Context: an optimization exercise on an open-source flow, tuned for small area. The choices shown serve that exercise and are no tape-out recipe.
Only simulation tests tie the RTL to the original design; equivalence was not proved.
The clock port is modelled as an ideal driver; clocking choices that lean on that would not hold on a real chip.

==> flow/design.v (excerpt) <==
module colour_change #
(
    parameter DATA_WIDTH = 24
)
(
    input  wire                  clk,
    input  wire                  n_rst,
    input  wire [DATA_WIDTH-1:0] i_vid_data,
    input  wire                  i_vid_hsync,
    input  wire                  i_vid_vsync,
    input  wire                  i_vid_VDE,
    output wire [DATA_WIDTH-1:0] o_vid_data,
    output wire                  o_vid_hsync,
    output wire                  o_vid_vsync,
    output wire                  o_vid_VDE,
    input  wire [3:0]            btn,
    input  wire [3:0]            sw,
    output wire [3:0]            led
);
Size in the first run: ~68 I/O pins, roughly 5900 um^2 of cells after synthesis.
Settings: LEC_CHECK=0, CAP_MARGIN=20, CORE_MARGIN=2, CORE_UTILIZATION=40, CTS_BUF_LIST=sky130_fd_sc_hd__clkbuf_8, CTS_CLUSTER_DIAMETER=100, CTS_CLUSTER_SIZE=50, SLEW_MARGIN=20, SYNTH_HIERARCHICAL=1; clock period 20.0 ns.
standard.sh (not shown) runs the stock make flow with config.mk's settings and CLKGATE_MAP_FILE= SYNTH_SCRIPT=/design/flow/synth_recipe.tcl, a recipe that flattens the netlist after the stock synthesis.
==> flow/flow/run.sh <==
#!/bin/bash
# Layout flow: the standard ORFS flow (standard.sh) with
#  1. port buffers of the smallest buffer cell (buffer_ports -buffer_cell buf_1);
#  2. clock tree synthesis without dummy load cells, then smaller clock
#     buffers where the clock slew allows (flow/post_cts.tcl);
#  3. after the standard synthesis, the combinational cells other than the
#     full-adder cells are re-mapped by ABC for area (registers, full adders
#     and tie cells are kept as they are, so every register keeps its name
#     and cell).
# Each tool's output goes to a log file of its own in this folder.
set -euo pipefail
export BUFFER_PORTS_ARGS="-buffer_cell sky130_fd_sc_hd__buf_1"
export POST_CTS_TCL="$PWD/flow/post_cts.tcl"
export CTS_ARGS="-sink_clustering_enable -repair_clock_nets -dont_use_dummy_load -buf_list sky130_fd_sc_hd__clkbuf_8 -sink_clustering_size 50 -sink_clustering_max_diameter 100"

bash standard.sh synth > synth.log 2>&1

RES=orfs/results/$FLOW_PLATFORM/colour_change/base
LOGD=orfs/logs/$FLOW_PLATFORM/colour_change/base
LIB=$FLOW_HOME/platforms/$FLOW_PLATFORM/lib/sky130_fd_sc_hd__tt_025C_1v80.lib
YOSYS=$FLOW_HOME/../tools/install/yosys/bin/yosys
[ -x "$YOSYS" ] || YOSYS=yosys

cp $RES/1_2_yosys.v synth_netlist.v
KEEP='sky130_fd_sc_hd__(fa_1|dfxtp_1|conb_1)$'
CELLS=$(grep -o 'sky130_fd_sc_hd__[a-z0-9_]*' synth_netlist.v | sort -u | grep -Ev "$KEEP" || true)
python3 flow/cellfuncs.py $LIB cellfuncs.v $CELLS > cellfuncs.log 2>&1
DONT_USE=$(grep -m1 '^abc -script' $LOGD/1_2_yosys.log | grep -o '\-dont_use [^ ]*' | tr '\n' ' ')
# try a few ABC area scripts and keep the smallest result
best=""; besta=0
for n in 1 2 3; do
cat > resynth$n.ys <<EOT
read_liberty -lib $LIB
read_verilog -overwrite cellfuncs.v
read_verilog synth_netlist.v
hierarchy -top $FLOW_TOP
flatten
techmap
opt -fast
hierarchy -top $FLOW_TOP
abc -liberty $LIB $DONT_USE -script flow/resynth$n.abc
setundef -zero
splitnets
opt_clean -purge
hilomap -singleton -hicell sky130_fd_sc_hd__conb_1 HI -locell sky130_fd_sc_hd__conb_1 LO
opt_clean -purge
write_verilog -noattr -noexpr -nohex -nodec resynth_netlist$n.v
EOT
if $YOSYS -s resynth$n.ys > resynth$n.log 2>&1; then
  a=$(python3 flow/cellarea.py $LIB resynth_netlist$n.v)
  echo "script $n: area $a" >> resynth_choice.log
  if [ -z "$best" ] || python3 -c "import sys; sys.exit(0 if $a < $besta else 1)"; then
    best=$n; besta=$a
  fi
fi
done
echo "chosen: $best" >> resynth_choice.log
cp resynth_netlist$best.v $RES/1_2_yosys.v
rm -f $RES/1_synth.odb

bash standard.sh > standard.log 2>&1
==> flow/flow/post_cts.tcl <==
set small sky130_fd_sc_hd__clkbuf_4
set limit 0.112
set block [ord::get_db_block]
if {![get_property [lindex [all_clocks] 0] is_propagated]} { set_propagated_clock [all_clocks] }
proc leaf_max_slew { net } {
  set worst 0
  foreach it [$net getITerms] {
    if {[[$it getMTerm] getName] != "CLK"} { continue }
    set pin [get_pins [[$it getInst] getName]/CLK]
    set s [get_property $pin slew_max]
    if {$s > $worst} { set worst $s }
  }
  return $worst
}
foreach inst [$block getInsts] {
  set m [[$inst getMaster] getName]
  if {![string match "sky130_fd_sc_hd__clkbuf_*" $m]} { continue }
  set onet [[$inst findITerm X] getNet]
  if {![string match "*leaf*" [$onet getName]]} { continue }
  set iname [$inst getName]
  replace_cell $iname $small
  estimate_parasitics -placement
  set s [leaf_max_slew $onet]
  if {$s > $limit} {
    replace_cell $iname $m
    estimate_parasitics -placement
    puts "post_cts: $iname kept as $m (slew [format %.3f $s] with $small)"
  } else {
    puts "post_cts: $iname -> $small (slew [format %.3f $s])"
  }
}

# the root buffer only drives the leaf buffers
foreach inst [$block getInsts] {
  set m [[$inst getMaster] getName]
  if {![string match "sky130_fd_sc_hd__clkbuf_*" $m]} { continue }
  set inet [[$inst findITerm A] getNet]
  if {[llength [$inet getBTerms]] == 0} { continue }
  set iname [$inst getName]
  replace_cell $iname $small
  estimate_parasitics -placement
  set worst 0
  foreach inst2 [$block getInsts] {
    if {![string match "sky130_fd_sc_hd__clkbuf_*" [[$inst2 getMaster] getName]] || $inst2 == $inst} { continue }
    set on [[$inst2 findITerm X] getNet]
    set s [leaf_max_slew $on]
    if {$s > $worst} { set worst $s }
  }
  if {$worst > $limit} {
    replace_cell $iname $m
    estimate_parasitics -placement
    puts "post_cts: root $iname kept as $m"
  } else {
    puts "post_cts: root $iname -> $small (worst sink slew [format %.3f $worst])"
  }
}
Other scripts of this flow, unchanged in this note and not shown: flow/flow/cellarea.py, flow/flow/cellfuncs.py, flow/flow/resynth1.abc, flow/flow/resynth2.abc, flow/flow/resynth3.abc
The starting point completed without violations.
Change:
==> flow/flow/run.sh (replaced) <==
#!/bin/bash
# Layout flow: the standard ORFS flow (standard.sh) with
#  1. port buffers of the smallest buffer cell (buffer_ports -buffer_cell buf_1);
#  2. clock tree synthesis without dummy load cells, then smaller clock
#     buffers where the clock slew allows (flow/post_cts.tcl);
#  3. after the standard synthesis, the combinational cells other than the
#     full-adder cells are re-mapped by ABC for area (registers, full adders
#     and tie cells are kept as they are, so every register keeps its name
#     and cell).
#  4. the tie cell driving the constant led outputs is not duplicated per pin.
# Each tool's output goes to a log file of its own in this folder.
set -euo pipefail
export BUFFER_PORTS_ARGS="-buffer_cell sky130_fd_sc_hd__buf_1"
export SKIP_REPAIR_TIE_FANOUT=1
export POST_CTS_TCL="$PWD/flow/post_cts.tcl"
export CTS_ARGS="-sink_clustering_enable -repair_clock_nets -dont_use_dummy_load -buf_list sky130_fd_sc_hd__clkbuf_8 -sink_clustering_size 50 -sink_clustering_max_diameter 100"

bash standard.sh synth > synth.log 2>&1

RES=orfs/results/$FLOW_PLATFORM/colour_change/base
LOGD=orfs/logs/$FLOW_PLATFORM/colour_change/base
LIB=$FLOW_HOME/platforms/$FLOW_PLATFORM/lib/sky130_fd_sc_hd__tt_025C_1v80.lib
YOSYS=$FLOW_HOME/../tools/install/yosys/bin/yosys
[ -x "$YOSYS" ] || YOSYS=yosys

cp $RES/1_2_yosys.v synth_netlist.v
KEEP='sky130_fd_sc_hd__(fa_1|dfxtp_1|conb_1)$'
DONT_USE=$(grep -m1 '^abc -script' $LOGD/1_2_yosys.log | grep -o '\-dont_use [^ ]*' | tr '\n' ' ')

# resynth IN OUT SCRIPT TAG: flatten the cells of IN (other than KEEP) to
# logic and map that logic again with ABC script SCRIPT
resynth() {
  local in=$1 out=$2 scr=$3 tag=$4
  local cells
  cells=$(grep -o 'sky130_fd_sc_hd__[a-z0-9_]*' $in | sort -u | grep -Ev "$KEEP" || true)
  python3 flow/cellfuncs.py $LIB cellfuncs_$tag.v $cells > cellfuncs_$tag.log 2>&1
  cat > resynth_$tag.ys <<EOT
read_liberty -lib $LIB
read_verilog -overwrite cellfuncs_$tag.v
read_verilog $in
hierarchy -top $FLOW_TOP
flatten
techmap
opt -fast
hierarchy -top $FLOW_TOP
abc -liberty $LIB $DONT_USE -script $scr
setundef -zero
splitnets
opt_clean -purge
hilomap -singleton -hicell sky130_fd_sc_hd__conb_1 HI -locell sky130_fd_sc_hd__conb_1 LO
opt_clean -purge
write_verilog -noattr -noexpr -nohex -nodec $out
EOT
  $YOSYS -s resynth_$tag.ys > resynth_$tag.log 2>&1
}

best=synth_netlist.v
besta=$(python3 flow/cellarea.py $LIB synth_netlist.v)
echo "standard synthesis: area $besta" > resynth_choice.log
for pass in 1 2; do
  src=$best
  for n in 1 2 3 4; do
    tag=p${pass}_s$n
    if resynth $src resynth_$tag.v flow/resynth$n.abc $tag; then
      a=$(python3 flow/cellarea.py $LIB resynth_$tag.v)
      echo "pass $pass script $n: area $a" >> resynth_choice.log
      if python3 -c "import sys; sys.exit(0 if $a < $besta else 1)"; then
        best=resynth_$tag.v; besta=$a
      fi
    fi
  done
done
echo "chosen: $best ($besta)" >> resynth_choice.log
cp $best $RES/1_2_yosys.v
rm -f $RES/1_synth.odb

bash standard.sh > standard.log 2>&1
--- a/flow/flow/post_cts.tcl
+++ b/flow/flow/post_cts.tcl
@@ -1,4 +1,4 @@
 set small sky130_fd_sc_hd__clkbuf_4
-set limit 0.112
+set limit 0.106
 set block [ord::get_db_block]
 if {![get_property [lindex [all_clocks] 0] is_propagated]} { set_propagated_clock [all_clocks] }
==> flow/flow/resynth4.abc (new file) <==
strash
dch -f
map -a
strash
dch -f
map -a
strash
dch -f
map -a
strash
dch -f
amap
strash
dch -f
amap
topo
Final cell count drops by 1.3%.
Utilization fell by 0.29 points.
Change:
Settings changed: GPL_TIMING_DRIVEN from default to 0.
After rerunning: The changed run produced a clean layout; via count falls by 2.3%; sequential share of layout area stays flat; setup slack improved by 0.018 ns; utilization stays flat; final area stays flat; synthesized cell count stays the same.
Change:
==> flow/flow/run.sh (replaced) <==
#!/bin/bash
# Layout flow: the standard ORFS flow (standard.sh) with
#  1. port buffers of the smallest buffer cell (buffer_ports -buffer_cell buf_1);
#  2. clock tree synthesis without dummy load cells, then smaller clock
#     buffers where the clock slew allows (flow/post_cts.tcl);
#  3. after the standard synthesis, the combinational cells other than the
#     full-adder cells are re-mapped by ABC for area (registers, full adders
#     and tie cells are kept as they are, so every register keeps its name
#     and cell).
# Each tool's output goes to a log file of its own in this folder.
set -euo pipefail
export BUFFER_PORTS_ARGS="-buffer_cell sky130_fd_sc_hd__buf_1"
export POST_CTS_TCL="$PWD/flow/post_cts.tcl"
export CTS_ARGS="-sink_clustering_enable -repair_clock_nets -dont_use_dummy_load -buf_list sky130_fd_sc_hd__clkbuf_8 -sink_clustering_size 50 -sink_clustering_max_diameter 100"

bash standard.sh synth > synth.log 2>&1

RES=orfs/results/$FLOW_PLATFORM/colour_change/base
LOGD=orfs/logs/$FLOW_PLATFORM/colour_change/base
LIB=$FLOW_HOME/platforms/$FLOW_PLATFORM/lib/sky130_fd_sc_hd__tt_025C_1v80.lib
YOSYS=$FLOW_HOME/../tools/install/yosys/bin/yosys
[ -x "$YOSYS" ] || YOSYS=yosys

cp $RES/1_2_yosys.v synth_netlist.v
KEEP='sky130_fd_sc_hd__(fa_1|dfxtp_1|conb_1)$'
CELLS=$(grep -o 'sky130_fd_sc_hd__[a-z0-9_]*' synth_netlist.v | sort -u | grep -Ev "$KEEP" || true)
python3 flow/cellfuncs.py $LIB cellfuncs.v $CELLS > cellfuncs.log 2>&1
DONT_USE=$(grep -m1 '^abc -script' $LOGD/1_2_yosys.log | grep -o '\-dont_use [^ ]*' | tr '\n' ' ')
# try a few ABC area scripts and keep the smallest result
best=""; besta=0
for n in 1 2 3; do
cat > resynth$n.ys <<EOT
read_liberty -lib $LIB
read_verilog -overwrite cellfuncs.v
read_verilog synth_netlist.v
hierarchy -top $FLOW_TOP
flatten
techmap
opt -fast
hierarchy -top $FLOW_TOP
abc -liberty $LIB $DONT_USE -script flow/resynth$n.abc
setundef -zero
splitnets
opt_clean -purge
hilomap -singleton -hicell sky130_fd_sc_hd__conb_1 HI -locell sky130_fd_sc_hd__conb_1 LO
opt_clean -purge
write_verilog -noattr -noexpr -nohex -nodec resynth_netlist$n.v
EOT
if $YOSYS -s resynth$n.ys > resynth$n.log 2>&1; then
  a=$(python3 flow/cellarea.py $LIB resynth_netlist$n.v)
  echo "script $n: area $a" >> resynth_choice.log
  if [ -z "$best" ] || python3 -c "import sys; sys.exit(0 if $a < $besta else 1)"; then
    best=$n; besta=$a
  fi
fi
done
echo "chosen: $best" >> resynth_choice.log
cp resynth_netlist$best.v $RES/1_2_yosys.v
rm -f $RES/1_synth.odb

bash standard.sh > standard.log 2>&1
--- a/flow/flow/post_cts.tcl
+++ b/flow/flow/post_cts.tcl
@@ -1,4 +1,4 @@
 set small sky130_fd_sc_hd__clkbuf_4
-set limit 0.106
+set limit 0.112
 set block [ord::get_db_block]
 if {![get_property [lindex [all_clocks] 0] is_propagated]} { set_propagated_clock [all_clocks] }
Settings changed: GPL_TIMING_DRIVEN 0 to default, PLACE_DENSITY from default to 0.85.
removed: flow/flow/resynth4.abc
What happened: Synthesized area climbs slightly. Clock-buffer cell count stays the same. Routed wire length climbs slightly. Cell count climbs slightly. Die area climbs slightly. Worst hold slack got worse by 0.0053 ns. Design area climbs slightly. Global-route usage drops by 0.22 points.

[port drivers added, routing unchanged]
The results above use ideal ports. As a check the final layouts listed here were re-extracted and re-timed, cells and wires unchanged. Step 1 (the two cells are an assumption about what drives the block):
set clk [get_ports {clk}]
set_driving_cell -lib_cell sky130_fd_sc_hd__clkbuf_16 $clk
set_driving_cell -lib_cell sky130_fd_sc_hd__buf_2 [delete_from_list [all_inputs] $clk]
Step 2, shift: input delay + t, output delay - t, t = (earliest + latest rising clock arrival at the registers) / 2. This alone moves slack from input paths to output paths. Slacks: ideal ports / drivers / drivers and shift; pairs: ideal ports / drivers.
run	t, ns	setup slack, ns	clock arrival spread, ns	worst data-port slew with drivers (ns)	pins driven straight from the clock port
the first run	0.447	7.264 / 7.236 / 7.683	0.030 / 0.030	0.04	1
the second run	0.455	7.145 / 7.116 / 7.571	0.020 / 0.020	0.05	1
the third run	0.461	7.163 / 7.134 / 7.595	0.028 / 0.028	0.04	1
the fourth run	0.451	7.251 / 7.224 / 7.675	0.041 / 0.041	0.05	1
After both steps every run listed still meets setup and hold.
